Background: an optimization exercise with open tools, aiming at small area. Do not read the settings as production practice. The RTL was checked by simulation tests, not by an equivalence proof against the original design. Power figures rest on the tool's default switching activity, not on a simulated workload.

==> design/flow/design.v <==
module sevensegment(datain, grounds, display, user, wrong, finish, clk, rst);
	input wire [15:0] datain;
	input wire user;
	input wire wrong;
	input wire finish;
	output reg [3:0] grounds;
	output reg [6:0] display;
	input clk;
	input rst;
	integer a;
	reg [3:0] data [3:0];
	reg [3:0] data2 [3:0];
	reg [1:0] count;
	reg [25:0] clk1;
	always @(posedge clk)
		if (rst)
			begin
				grounds <= 4'b1110;
				count <= 2'b0;
			end
		else if (clk1[15:0] == 16'h7fff)
			begin
				grounds <= {grounds[2:0],grounds[3]};
				count <= count + 1;
			end
	always @(posedge clk)
		if (rst)
			clk1 <= 0;
		else
			clk1 <= clk1 + 1;
	always @(*) 
		case(data2[count])	
			0:display=7'b1111110;  
         1:display=7'b0110000;
         2:display=7'b1101101;
         3:display=7'b1111001;
         4:display=7'b0110011;
         5:display=7'b1011011;
         6:display=7'b1011111;
         7:display=7'b1110000;
         8:display=7'b1111111;
         9:display=7'b1111011;
			10:display=7'b0000001;
        default display=7'b1111111;
		endcase
	always @*
		begin
			data[0] = datain[15:12];
			data[1] = datain[11:8];
			data[2] = datain[7:4];
			data[3] = datain[3:0];
			a = (data[0]*16*16*16 + data[1]*16*16 + data[2]*16 + data[3]);
			data2[3] = a%10;
			data2[2] = (a/10)%10;
			data2[1] = (a/100)%10;
			data2[0] = (user+1);		
			if(wrong == 1)
				begin
					data2[3] = 10;
					data2[2] = 10;
					data2[1] = 10;
					data2[0] = (user+1);	
				end
			if(finish == 1)
				begin
				data2[3] = 10;
				data2[2]= (2-user);
				data2[1] = 10;
				data2[0] = 10;	
				end	
		end 
endmodule
module Matchstick (ds, ds2, leds, display, grounds,clk, rst, pb, pb2);
output [3:0] leds;
output wire [6:0] display;
output wire [3:0] grounds;
input [3:0] ds, ds2;
input clk;
input rst;
input pb;
input pb2;
reg [63:0] buffer;
reg button;
assign leds=ds;
reg [2:0] state;
reg [15:0] initStick;
reg user;
reg wrong;
reg finish;
always @(posedge clk)
if(rst)
begin
	buffer<=0;
	button<=0;
end
else
begin
	buffer<={buffer[62:0],pb};
	if(buffer==64'hffffffffffffffff)
		button<=1;
	else
		button<=0;	
end
sevensegment ss(.datain(initStick), .grounds(grounds), .display(display), .user(user), .wrong(wrong), .finish(finish), .clk(clk), .rst(rst));
always @(posedge clk)
if(rst)
	begin
		initStick<=16'h64;
		user<=0;
		wrong<=0;
		finish<=0;	
		state<=3'b000;
	end
else
begin
	case(state)
	3'b000:
		begin
			if(button==1)
				begin
				initStick<=16'h64;
				user<=0;
				wrong<=0;
				finish<=0;	
				state<=3'b001;
			end
			else
				state<=3'b000;
		end
	3'b001:   
		begin
		if(pb2==1)
			begin
				if(initStick -(ds+ds2) <= 0)
					begin
						if(button==0)
							begin
								finish<=1;
								state<=3'b100;
							end
					 end						
				else
					begin
						if(button == 0)
							begin
							if((ds+ds2)==0 || (ds+ds2) > 16'h000A || ((initStick-(ds+ds2) >= 16'h8000) && (initStick-(ds+ds2) <= 16'hffff)))
								begin
									wrong<=1;
									initStick<=initStick;
									state<=3'b001;
								end
							else
								begin
									initStick<=(initStick-(ds+ds2));
									user<=user+1;
									wrong<=0;
									state<=3'b010;
								end
							end
					end
			end
			else
				state<=3'b011;
		end
	3'b010:
		begin	
			if(button==1)
				state<=3'b001;
			else
				state<=3'b010;
		end
	3'b011:
		if(button==1)
			begin
				initStick<=16'h64;
				user<=0;
				wrong<=0;
				finish<=0;	
				state<=3'b001;
			end
		else
			state<=3'b011;
	3'b100:
		if(finish==1 && pb2==1)
			state<=3'b100;
		else if(pb2==0)
			state<=3'b011;
		else
			state<=3'b001;
	endcase
end
endmodule
==> design/flow/run.sh <==
#!/bin/bash
# synth_recipe.tcl (not shown) runs the flow's synth.tcl, then flattens the netlist and writes it again
# the make line also repeats each setting of config.mk as NAME=value (left out here)
make -C /OpenROAD-flow-scripts/flow DESIGN_CONFIG=/design/flow/config.mk WORK_HOME=/design/flow/orfs CLKGATE_MAP_FILE= SYNTH_SCRIPT=/design/flow/synth_recipe.tcl finish
==> design/flow/config.mk <==
export PLATFORM = sky130hd
export DESIGN_NAME = Matchstick
export DESIGN_NICKNAME = Matchstick
export VERILOG_FILES = /design/flow/design.v
export SDC_FILE = /design/flow/constraint.sdc
export NUM_CORES = 4
export LEC_CHECK = 0
export CAP_MARGIN = 20
export CORE_MARGIN = 2
export CORE_UTILIZATION = 40
export SLEW_MARGIN = 20
==> design/flow/constraint.sdc <==
create_clock -name core_clock -period 22.0 [get_ports {clk}]
set_input_delay 4.4000 -clock core_clock [delete_from_list [all_inputs] [get_ports {clk}]]
set_output_delay 4.4000 -clock core_clock [all_outputs]
set_load 0.01 [all_outputs]
==> results.yml, run 1 <==
route:
  wire_per_inst_um: 17.91
  dr.pass1.iters: 7
  drt_iter0_markers: 1680
  drc: 0
  ant_nets: 0
  via_count: 14570
  wirelength_um: 40960
  vias_per_cell: 6.372
clocking:
  clockBufferDepth: 2
  insertion_delay_ns: 0.35
  clkSlewWorstSetupHoldPaths_ns: 0.08
  cts.root.buffer_cell: "clkbuf_16"
  hold_buffers: 0
  cts_made_buffers: 9
  htree_levels: 3
  cts_resized: 0
  clkSinkCount: 109
  cts_tree: "built"
  post_cts_buffers: 0
setup_path:
  r2r_slack_ns: 16.28
  reg2regPathDepth: 21
  cp_max_fo: 28
  r2r-start: "initStick[1]"
  arrival_ns: 14.83
  r2r-end: "initStick[12]"
  cpPeakStageDelay_ns: 0.91
  critPathLaunchType: "flip-flop"
  worst_path_max_delay_cell: "dfxtp_1"
  crit_start: "initStick[14]"
  cp.required_ns: 17.60
  crit_type: "flip-flop to primary output"
  cp-end-kind: "primary output"
cells_and_area:
  antenna_cells: 0
  nFillCells: 3383
  drive_above_1_share_pct: 7.046
  regArea_mm2: 0.002182
  num-nets-final: 1885
  syn_to_final_growth_pct: 6.136
  multi_input_area_mm2: 0.01053
global_route:
  grtUsageTotal_pct: 22.78
  grt.busiest_layer: "met2"
  grt_overflow_total: 0
  first_global_vias: 13300
  grt_max_degree: 109
  antenna_found_initial: 0
  use_met2_pct: 37.73
  gr-usage-met1_pct: 31.88
  grt_first_pass_wirelength_um: 67910
  gr-usage-met3_pct: 2.064
synth:
  synthArstFlopShare_pct: 0
  synth.most_common_cell: "nor2_1"
  synth_top_area_share_pct: 16.31
  synthesis.area_mm2: 0.01338
  synth_largest_area_cell: "dfxtp_1"
  ys_types: 119
  syn-instance-count: 1890
  synthFlopType: "dfxtp_1"
  synthTopCellsByArea: "dfxtp_1 (16%), nor2_1 (5.3%), nand2_1 (4.9%)"
  yosysSeqAreaShare_pct: 16.31
  synth_area_per_cell_um2: 7.078
  syn_nets: 1935
  ys_warn_count: 4
  synth_edf_count: 0
  ys_top_cells_by_count: "nor2_1 (188), nand2_1 (175), a21oi_1 (127)"
  synth-seq-cells: 109
hold_path:
  holdPathEnd: "ss.clk1[0]"
  holdCritPathClass: "flip-flop to flip-flop"
  hold_start: "ss.clk1[0]"
  hold_depth: 1
pwr:
  power_uw: 387.8
  powerDensity_mw_per_mm2: 27.31
  p_leak_nw: 5.380
  peakVddDrop_v: 0.00006441
sta:
  setup_viol: 0
  relSlewSlack_pct: 32.57
  post-route-period-util_pct: 87.43
  finalClockSkew_ns: 0.01347
  setup_tns_ns: 0
  finalHoldViolations: 0
  period_minus_slack_ns: 19.23
  fmax_mhz: 51.99
  rsz0062_at_grt: "false"
  worst_slew_pin_slew_ns: 0.9983
  drv_slew: 0
placement:
  numPortBuffers: 26
  hpwl_um: 31000
  routabilityCongestion: 0.9281
die:
  ios: 27
  core_area_mm2: 0.03270
  start_util_pct: 40.91
  fp.dieArea_mm2: 0.03492
  fp.dieW_um: 186.9
  die_h_um: 186.9
  num_rows: 66
job:
  timing.max_cap.violations: 0
status:
  status: "complete, no violations"
-- how the worst max path moves through the flow --
stage	to	slack, ns	depth (start not counted)
3_5_place_dp	display[6]	3.33	40
3_3_place_gp	display[6]	3.83	40
5_1_grt	display[6]	1.51	40
2_1_floorplan	display[6]	7.65	44
6_report	display[6]	2.77	40
4_1_cts	display[6]	2.89	40
-- where the power goes --
part / internal (mW) / switching (mW)
combinational: 0.00892 / 0.0114
sequential: 0.198 / 0.000557
clock: 0.0843 / 0.0848
-- final cells by class --
type / instances / share of cell area, %
inverters: 48 / 1.278
multi-input cells: 1623 / 74.14
clock buffers: 9 / 1.586
flip-flops and latches: 109 / 15.37
well taps: 442 / 3.895
clock inverters: 7 / 0.6962
repair buffers: 49 / 3.032
-- logic make-up after synthesis --
| logic type | share of synthesized area, % |
|---|---|
| DFF | 16.31 |
| adders and majority gates | 3.648 |
| and+or+nand+nor | 32.52 |
| muxes | 2.993 |
| xor gates and xnor gates | 5.294 |
| buffers and inverters | 4.995 |
| AOI/OAI and AO/OA | 34.23 |
-- critical path, delay by kind of cell, from the launching register on --
kind | cells | cell delay (ns)
flip-flops | 1 | 0.91
multiplexers | 2 | 0.42
AO/OA/AOI/OAI | 16 | 5.66
adder cells (fa/ha/maj) | 2 | 0.51
AND/OR/NAND/NOR | 15 | 5.77
buffers and inverters | 4 | 0.93
XOR/XNOR | 1 | 0.23
-- metal layers --
| metal | vias to the layer above | wire [µm] |
|---|---|---|
| li1 | 7027 | - |
| met4 | 0 | 663 |
| met5 | - | 0 |
| met2 | 551 | 18890 |
| met3 | 59 | 2627 |
| met1 | 6936 | 18780 |
-- sequential cells by signal, indices dropped and copies added (netlist names) --
register and cells:
state 3, button 1, initStick 16, buffer 64, wrong 1, user 1
ss.grounds 4, finish 1, ss.count 2, ss.clk1 16
-- stage by stage --
stage / util, % / std cells / cell area [µm²] / hold WS [ns] / setup WS [ns]
final: 43.42 / 2287 / 14200 / 0.4399 / 2.766
after global routing: 43.42 / 2287 / 14200 / 0.4620 / 1.512
after CTS: 43.42 / 2287 / 14200 / 0.4425 / 2.892
after detailed placement: 42.42 / 2271 / 13870 / 0.4319 / 3.330
after global placement: 42.42 / 2271 / 13870 / 0.4222 / 3.827
after floorplan: - / 1890 / 13380 / 0.4132 / 7.654
-- layout by cell type (no fill, tap or decap), types with 41 or more instances in the layout --
cell type / netlist / layout
inv_1: 43 / 43
nand3_1: 74 / 74
nor2_1: 188 / 188
nor3_1: 71 / 71
o21ai_0: 95 / 95
nand2_1: 175 / 175
nor2b_1: 83 / 83
dfxtp_1: 109 / 109
a211oi_1: 41 / 41
a21oi_1: 127 / 127
xnor2_1: 59 / 59
==> run 2, diff against run 1 <==
==> design/flow/design.v (replaced) <==
module sevensegment(tens, ones, grounds, display, user, wrong, finish, clk, rst);
	input wire [3:0] tens;
	input wire [3:0] ones;
	input wire user;
	input wire wrong;
	input wire finish;
	output wire [3:0] grounds;
	output reg [6:0] display;
	input clk;
	input rst;
	localparam [16:0] MASK = 17'h0aaaa;
	localparam [16:0] LFSR_RESET = 17'h02247;
	localparam [16:0] LFSR_LOAD = 17'h02257;
	localparam [16:0] LFSR_TICK = 17'h01337;
	reg [16:0] r;
	wire [16:0] x = r ^ MASK;
	wire tick = (x == LFSR_TICK);
	always @(posedge clk)
		if (rst)
			r <= LFSR_RESET ^ MASK;
		else if (tick)
			r <= LFSR_LOAD ^ MASK;
		else
			r <= {x[15:0], x[16] ^ x[13]} ^ MASK;
	reg [1:0] count;
	always @(posedge clk)
		if (rst)
			count <= 2'd0;
		else if (tick)
			count <= count + 2'd1;
	assign grounds = ~(4'b0001 << count);
	wire hund = tens[3] & tens[1];
	wire [3:0] tens_d = hund ? 4'd0 : tens;
	reg [3:0] digit;
	always @* begin
		if (finish)
			case (count)
			2'd2: digit = user ? 4'd1 : 4'd2;
			default: digit = 4'd10;
			endcase
		else if (count == 2'd0)
			digit = user ? 4'd2 : 4'd1;
		else if (wrong)
			digit = 4'd10;
		else
			case (count)
			2'd1: digit = {3'b000, hund};
			2'd2: digit = tens_d;
			default: digit = ones;
			endcase
	end
	always @*
		case (digit)
		4'd0: display = 7'b1111110;
		4'd1: display = 7'b0110000;
		4'd2: display = 7'b1101101;
		4'd3: display = 7'b1111001;
		4'd4: display = 7'b0110011;
		4'd5: display = 7'b1011011;
		4'd6: display = 7'b1011111;
		4'd7: display = 7'b1110000;
		4'd8: display = 7'b1111111;
		4'd9: display = 7'b1111011;
		4'd10: display = 7'b0000001;
		default: display = 7'b1111111;
		endcase
endmodule
module Matchstick (ds, ds2, leds, display, grounds, clk, rst, pb, pb2);
output [3:0] leds;
output wire [6:0] display;
output wire [3:0] grounds;
input [3:0] ds, ds2;
input clk;
input rst;
input pb;
input pb2;
assign leds = ds;
reg [5:0] db;
reg sat;
reg button;
wire db_fb = db[5] ^ db[4] ^ (db[4:0] == 5'd0);
always @(posedge clk)
	if (rst) begin
		db <= 6'd0;
		sat <= 1'b0;
		button <= 1'b0;
	end else begin
		button <= sat;
		sat <= pb & (sat | (db == 6'h20));
		if (!pb)
			db <= 6'd0;
		else
			db <= {db[4:0], db_fb};
	end
reg [1:0] q;
reg [3:0] tens, ones;
reg user, wrong, finish;
wire [4:0] s = ds + ds2;
wire [5:0] d = {2'b00, ones} - {1'b0, s};
wire neg = d[5];
reg eq;
always @*
	case (tens)
	4'd0: eq = (d == 6'd0);
	4'd1: eq = (d == 6'h36);
	4'd2: eq = (d == 6'h2c);
	4'd3: eq = (d == 6'h22);
	default: eq = 1'b0;
	endcase
wire bad = (s == 5'd0) || (s > 5'd10) || ((tens == 4'd0) && neg);
always @(posedge clk)
	if (rst) begin
		q <= 2'd2;
		tens <= 4'd10;
		ones <= 4'd0;
		user <= 1'b0;
		wrong <= 1'b0;
		finish <= 1'b0;
	end else begin
		case (q)
		2'd0:
			if (!pb2)
				q <= 2'd2;
			else if (!button) begin
				if (eq) begin
					finish <= 1'b1;
					q <= 2'd3;
				end else if (bad)
					wrong <= 1'b1;
				else begin
					ones <= neg ? d[3:0] + 4'd10 : d[3:0];
					tens <= tens - {3'b000, neg};
					user <= ~user;
					wrong <= 1'b0;
					q <= 2'd1;
				end
			end
		2'd1:
			if (button)
				q <= 2'd0;
		2'd2:
			if (button) begin
				tens <= 4'd10;
				ones <= 4'd0;
				user <= 1'b0;
				wrong <= 1'b0;
				finish <= 1'b0;
				q <= 2'd0;
			end
		2'd3:
			if (!pb2)
				q <= 2'd2;
		endcase
	end
sevensegment ss(.tens(tens), .ones(ones), .grounds(grounds), .display(display), .user(user), .wrong(wrong), .finish(finish), .clk(clk), .rst(rst));
endmodule
==> results.yml, run 2 <==
status:
  status: "complete, no violations"
clocking:
  cts_resized: 0
  cts_made_buffers: 5
  hold_buffers: 0
  post_cts_buffers: 0
  clkSinkCount: 40
  cts.root.buffer_cell: "clkbuf_8"
  clockBufferDepth: 2
  clkSlewWorstSetupHoldPaths_ns: 0.08
  htree_levels: 2
  cts_tree: "built"
  insertion_delay_ns: 0.30
global_route:
  grt_first_pass_wirelength_um: 8949
  grt.busiest_layer: "met2"
  use_met2_pct: 24.53
  gr-usage-met3_pct: 3.343
  gr-usage-met1_pct: 20.29
  antenna_found_initial: 0
  grtUsageTotal_pct: 15.12
  first_global_vias: 1968
  grt_overflow_total: 0
  grt_max_degree: 23
synth:
  ys_warn_count: 2
  synth_xor_area_share_pct: 5.077
  synth_largest_area_cell: "dfxtp_1"
  synth_compound_area_share_pct: 18.13
  syn_nets: 334
  synth_top_area_share_pct: 30.95
  synthArstFlopShare_pct: 0
  synthMuxAreaShare_pct: 3.143
  synth_edf_count: 0
  synthTopCellsByArea: "dfxtp_1 (31%), ha_1 (11%), nor2_1 (4.5%)"
  synth-seq-cells: 40
  synth_top_family_by_area: "simple AND/OR/NAND/NOR gates"
  synthFlopType: "dfxtp_1"
  syn-instance-count: 298
  synth_area_per_cell_um2: 8.683
  ys_types: 68
  synth_simple_gate_area_share_pct: 24.27
  synth.most_common_cell: "dfxtp_1"
  synthesis.area_mm2: 0.002587
  ys_top_cells_by_count: "dfxtp_1 (40), nor2_1 (31), nand2_1 (25)"
  yosysSeqAreaShare_pct: 30.95
  synthAdderAreaFrac_pct: 12.19
setup_path:
  r2r-end: "q[1]"
  cp_max_fo: 3
  cp.required_ns: 17.60
  arrival_ns: 5.50
  crit_start: "ds[1]"
  cpPeakStageDelay_ns: 0.56
  reg2regPathDepth: 11
  crit_chain: "clkdlybuf4s50_1 -> clkdlybuf4s50_1"
  critPathLaunchType: "input port"
  r2r-start: "ones[0]"
  crit_type: "input port to primary output"
  worst_path_max_delay_cell: "clkdlybuf4s50_1"
  cpMostUsedCell: "clkdlybuf4s50_1"
  critPathBufInv: 2
  r2r_slack_ns: 18.78
  cp_top_family: "buffers and inverters"
  cp-end-kind: "primary output"
sta:
  drv_slew: 0
  worst_slew_pin_slew_ns: 1.023
  rsz0062_at_grt: "false"
  relSlewSlack_pct: 31.15
  finalHoldViolations: 0
  setup_viol: 0
  finalClockSkew_ns: 0.01197
  fmax_mhz: 101.0
  post-route-period-util_pct: 44.99
  period_minus_slack_ns: 9.899
  setup_tns_ns: 0
pwr:
  seq_power_share_pct: 43.9
  internal_power_uw: 125.2
  comb_power_share_pct: 20.8
  power_uw: 172.7
  swShare_pct: 27.52
  p_leak_nw: 1.188
  power.switching_uw: 47.54
  peakVddDrop_v: 0.00003716
  clockPowerShare_pct: 35.3
  powerDensity_mw_per_mm2: 57.93
placement:
  placed_cells: 389
  hpwl_um: 3841
  routabilityCongestion: 0.8254
  numPortBuffers: 26
die:
  fp.dieW_um: 84.43
  die_h_um: 84.43
  num_rows: 29
  start_util_pct: 40.98
  core_area_mm2: 0.006314
  ios: 27
  fp.dieArea_mm2: 0.007128
hold_path:
  hold_depth: 1
  holdPathEnd: "ss.r[3]"
  hold_start: "ss.r[2]"
  holdCritPathClass: "flip-flop to flip-flop"
cells_and_area:
  antenna_cells: 0
  top_register: "ss.r"
  num-nets-final: 355
  nFillCells: 619
  mostFrequentLayoutCells: "dfxtp_1 (40), nor2_1 (31), clkdlybuf4s50_1 (26), nand2_1 (25)"
  final_common_cell: "dfxtp_1"
  largest_reg_flops: 17
  top_regs: "ss.r: 17 flops, db: 6 flops"
  fin_cells: 397
  drive_above_1_share_pct: 8.438
  syn_to_final_growth_pct: 15.23
route:
  ant_nets: 0
  drt_iter0_markers: 110
  drc: 0
  dr.pass1.iters: 4
  wirelength_um: 5057
  vias_per_cell: 5.287
  wire_per_inst_um: 12.74
  via_count: 2099
job:
  timing.max_cap.violations: 0
run 2: area by class of cell:
| type | instances | area [µm²] | share of cell area (%) |
|---|---|---|---|
| flip-flops and latches | 40 | 800.8 | 26.86 |
| inverters | 22 | 82.58 | 2.770 |
| well taps | 77 | 96.34 | 3.231 |
| multi-input cells | 224 | 1625 | 54.51 |
| clock buffers | 5 | 68.82 | 2.308 |
| clock inverters | 3 | 47.55 | 1.595 |
| repair buffers | 26 | 260.3 | 8.729 |
run 2: power groups by stage:
| stage | sequential, mW | clock [mW] | combinational (mW) |
|---|---|---|---|
| after detailed placement | 0.0776 | 0 | 0.0354 |
| after floorplan | 0.0772 | 0 | 0.0284 |
| after CTS | 0.0759 | 0.0632 | 0.0359 |
| after global placement | 0.0776 | 0 | 0.0358 |
| after global routing | 0.0762 | 0.0657 | 0.0404 |
| final | 0.0759 | 0.0610 | 0.0359 |
run 2: kinds of logic (layout without fill, tap and decap cells):
family / after synthesis / count (layout)
xor gates and xnor gates: 11 / 11
adders and majority gates: 24 / 24
buffers and inverters: 34 / 56
DFF: 40 / 40
and+or+nand+nor: 115 / 115
muxes: 8 / 8
AOI/OAI and AO/OA: 66 / 66
run 2: how the worst max path moves through the flow:
stage / end / cells after the start
2_1_floorplan: leds[0] / 1
4_1_cts: leds[1] / 2
5_1_grt: leds[1] / 2
3_3_place_gp: leds[1] / 2
3_5_place_dp: leds[1] / 2
6_report: leds[1] / 2
run 2: through the flow:
stage | instance area (µm²) | setup WS, ns | util [%] | hold WS (ns)
after floorplan | 2587 | 13.08 | - | 0.3533
after global placement | 2865 | 12.12 | 45.38 | 0.3635
after detailed placement | 2865 | 12.10 | 45.38 | 0.3680
after CTS | 2982 | 12.09 | 47.23 | 0.3856
after global routing | 2982 | 12.05 | 47.23 | 0.3941
final | 2982 | 12.10 | 47.23 | 0.3865
run 2: per-layer routing:
metal / vias up / wire length, µm
li1: 1095 / -
met2: 55 / 2260
met3: 8 / 256
met4: 0 / 73
met1: 941 / 2466
met5: - / 0
==> run 3, diff against run 2 <==
==> design/flow/flow/run.sh (new file) <==
#!/bin/bash
# Standard synthesis, then the combinational logic between the standard
# synthesis's registers is re-mapped by ABC for area (registers untouched),
# then the standard layout with small port buffers and a small clock tree.
set -euo pipefail
W=$PWD
R=$W/orfs/results/$FLOW_PLATFORM/Matchstick/base
LIB=$FLOW_HOME/platforms/$FLOW_PLATFORM/lib/sky130_fd_sc_hd__tt_025C_1v80.lib

bash standard.sh $R/1_2_yosys.v > $W/1_standard_synth.log 2>&1
cp $R/1_2_yosys.v $W/standard_synth.v
LIB=$LIB IN=$W/standard_synth.v TOP=$FLOW_TOP OUT=$W/resyn.v ABCARGS="-script $W/flow/area.abc" \
  yosys -c $W/flow/resyn.tcl > $W/2_resyn.log 2>&1
cp $W/resyn.v $R/1_2_yosys.v
touch $R/1_2_yosys.v

export BUFFER_PORTS_ARGS="-buffer_cell sky130_fd_sc_hd__buf_1"
export CTS_ARGS="-sink_clustering_enable -repair_clock_nets -dont_use_dummy_load -buf_list {sky130_fd_sc_hd__clkbuf_2 sky130_fd_sc_hd__clkbuf_4}"
bash standard.sh finish > $W/3_layout.log 2>&1
==> design/flow/flow/area.abc (new file) <==
strash
&get -n
&deepsyn -T 30
&put
dch -f
map -a
topo
==> design/flow/flow/resyn.tcl (new file) <==
yosys -import
set lib $::env(LIB)
read_liberty -ignore_miss_func $lib
read_verilog $::env(IN)
hierarchy -top $::env(TOP)
foreach m [list sky130_fd_sc_hd__dfxtp_1 sky130_fd_sc_hd__dfxtp_2 sky130_fd_sc_hd__dfxtp_4] {
  catch { setattr -mod -set keep_hierarchy 1 $m }
}
flatten
yosys rename -hide w:*.*
opt -purge
stat
abc -liberty $lib {*}$::env(ABCARGS)
opt_clean -purge
hilomap -singleton -hicell sky130_fd_sc_hd__conb_1 HI -locell sky130_fd_sc_hd__conb_1 LO
insbuf -buf sky130_fd_sc_hd__buf_1 A X
tee -o $::env(OUT).stat stat -liberty $lib
blackbox sky130_fd_sc_hd__dfxtp_1
write_verilog -noattr -nohex -nodec $::env(OUT)
==> design/flow/standard.sh (new file) <==
#!/bin/bash
# synth_recipe.tcl (not shown) runs the flow's synth.tcl, then flattens the netlist and writes it again
# the make line also repeats each setting of config.mk as NAME=value (left out here)
make -C /OpenROAD-flow-scripts/flow DESIGN_CONFIG=/design/flow/config.mk WORK_HOME=/design/flow/orfs CLKGATE_MAP_FILE= SYNTH_SCRIPT=/design/flow/synth_recipe.tcl "${@:-finish}"
removed: design/flow/run.sh
==> results.yml, run 3 <==
status:
  status: "complete, no violations"
sta:
  setup_slack_ns: 12.89
  setup_tns_ns: 0
  period_minus_slack_ns: 9.113
  worst_slew_pin_slew_ns: 0.5350
  fmax_mhz: 109.7
  rsz0062_at_grt: "false"
  relSlewSlack_pct: 64.33
  post-route-period-util_pct: 41.42
  whs_ns: 0.3846
  drv_slew: 0
  setup_viol: 0
  finalHoldViolations: 0
  finalClockSkew_ns: 0.02427
pwr:
  seq_power_share_pct: 59.8
  internal_power_uw: 91.27
  power.switching_uw: 34.46
  clockPowerShare_pct: 25.7
  comb_power_share_pct: 14.5
  powerDensity_mw_per_mm2: 60.72
  p_leak_nw: 0.7587
  peakVddDrop_v: 0.00003321
  swShare_pct: 27.41
die:
  ios: 27
  fp.dieW_um: 72.66
  fp.dieArea_mm2: 0.005279
  die_h_um: 72.66
  core_area_mm2: 0.004444
  start_util_pct: 42.43
  num_rows: 24
cells_and_area:
  top_register: "ss.r"
  num-nets-final: 317
  final_common_cell: "nor2_1"
  largest_reg_flops: 17
  mostFrequentLayoutCells: "nor2_1 (57), nand2_1 (49), clkinv_1 (44), dfxtp_1 (40), buf_1 (26)"
  top_regs: "ss.r: 17 flops, db: 6 flops"
  drive_above_1_share_pct: 3.300
  antenna_cells: 0
  syn_to_final_growth_pct: 9.821
setup_path:
  cp.required_ns: 17.60
  critPathLaunchType: "input port"
  worst_path_max_delay_cell: "buf_1"
  crit_chain: "buf_1 -> buf_1"
  cpPeakStageDelay_ns: 0.17
  crit_type: "input port to primary output"
  cpMostUsedCell: "buf_1"
  cp-end-kind: "primary output"
  critPathBufInv: 2
  cp_top_family: "buffers and inverters"
  cp_max_fo: 4
  arrival_ns: 4.71
route:
  via_count: 1701
  wire_per_inst_um: 10.38
  ant_nets: 0
  drt_iter0_markers: 77
  drc: 0
  dr.pass1.iters: 4
  wirelength_um: 3686
  vias_per_cell: 4.792
clocking:
  cts.root.buffer_cell: "clkbuf_4"
  cts_made_buffers: 5
  insertion_delay_ns: 0.35
  htree_levels: 2
  clockBufferDepth: 2
  hold_buffers: 0
  clkSlewWorstSetupHoldPaths_ns: 0.12
  clkSinkCount: 40
  cts_tree: "built"
  post_cts_buffers: 0
  cts_resized: 0
global_route:
  grt_overflow_total: 0
  grtUsageTotal_pct: 16.03
  grt_first_pass_wirelength_um: 6658
  grt_max_degree: 15
  antenna_found_initial: 0
  first_global_vias: 1543
synth:
  syn_nets: 288
  syn-instance-count: 276
  ys_warn_count: 2
  synth_area_per_cell_um2: 6.832
  synthesis.area_mm2: 0.001886
job:
  timing.max_cap.violations: 0
hold_path:
  holdCritPathClass: "flip-flop to flip-flop"
placement:
  routabilityCongestion: 0.9265
  place_ws_ns: 12.89
  numPortBuffers: 26
  hpwl_um: 2917
[run 3: power by group through the flow]
stage               clock network (mW)  logic [mW]  registers [mW]
finish                          0.0323      0.0182          0.0752
global route                    0.0366      0.0214          0.0754
CTS                             0.0339      0.0182          0.0752
detailed placement                   0      0.0181          0.0768
global placement                     0      0.0181          0.0768
floorplan                            0      0.0141          0.0766
[run 3: layout make-up]
| type | count | area [µm²] |
|---|---|---|
| well taps | 52 | 65.06 |
| fillers | 478 | 2374 |
| multi-input cells | 188 | 904.6 |
| flip-flops and latches | 40 | 800.8 |
| repair buffers | 26 | 97.59 |
| inverters | 44 | 165.2 |
| clock buffers | 5 | 37.54 |
[run 3: through the flow]
step	instances	utilization, %	total power [mW]	area (µm²)
2_1_floorplan	276	-	0.09061	1886
3_3_place_gp	350	45.75	0.09495	2033
3_5_place_dp	350	45.75	0.09495	2033
4_1_cts	355	46.59	0.1273	2071
5_1_grt	355	46.59	0.1334	2071
6_report	355	46.59	0.1257	2071
[run 3: worst paths after layout]
path            from  depth (start not counted)  slack, ns  endpoint
max            ds[3]                          2      12.89   leds[3]
min          ss.r[1]                          1       0.38   ss.r[2]
max reg2reg  ones[0]                         18      18.82   tens[1]
min reg2reg  ss.r[1]                          1       0.38   ss.r[2]
[run 3: routing by layer]
metal / track usage (%) / vias to the layer above / wire [µm]
li1: - / 951 / -
met1: 21.69 / 721 / 1973
met2: 23.74 / 25 / 1509
met3: 5.249 / 4 / 160
met4: 6.173 / 0 / 42
met5: 0 / - / 0

-- afterwards: timing with drivers on the ports --
No port has a modelled driver above. Below, the same layouts with a new extraction and two added sets of constraints. Step 1: set_driving_cell puts a clkbuf_16 on clk and a buf_2 on each other input, an assumption about the parent block. Step 2 also shifts input and output timing later by t, the mid clock arrival at the registers, as if the neighbouring blocks saw the same clock. Slacks: ideal / step 1 / step 2; pairs: ideal / step 1.
run | t (ns) | slack for setup (ns) | worst hold slack (ns) | worst setup path at the end | pins driven straight from the clock port
run 1 | 0.382 | 2.766 / 2.727 / 3.109 | 0.440 / 0.440 / 0.440 | register to output | 1
run 2 | 0.317 | 12.101 / 12.066 / 12.066 | 0.386 / 0.386 / 0.386 | input to output | 1
run 3 | 0.358 | 12.887 / 12.860 / 12.860 | 0.385 / 0.385 / 0.385 | input to output | 1
After both steps every run listed still meets setup and hold. The setup slack of run 2, which loses most, moves by -0.035 ns with the drivers and by -0.035 ns with both steps.
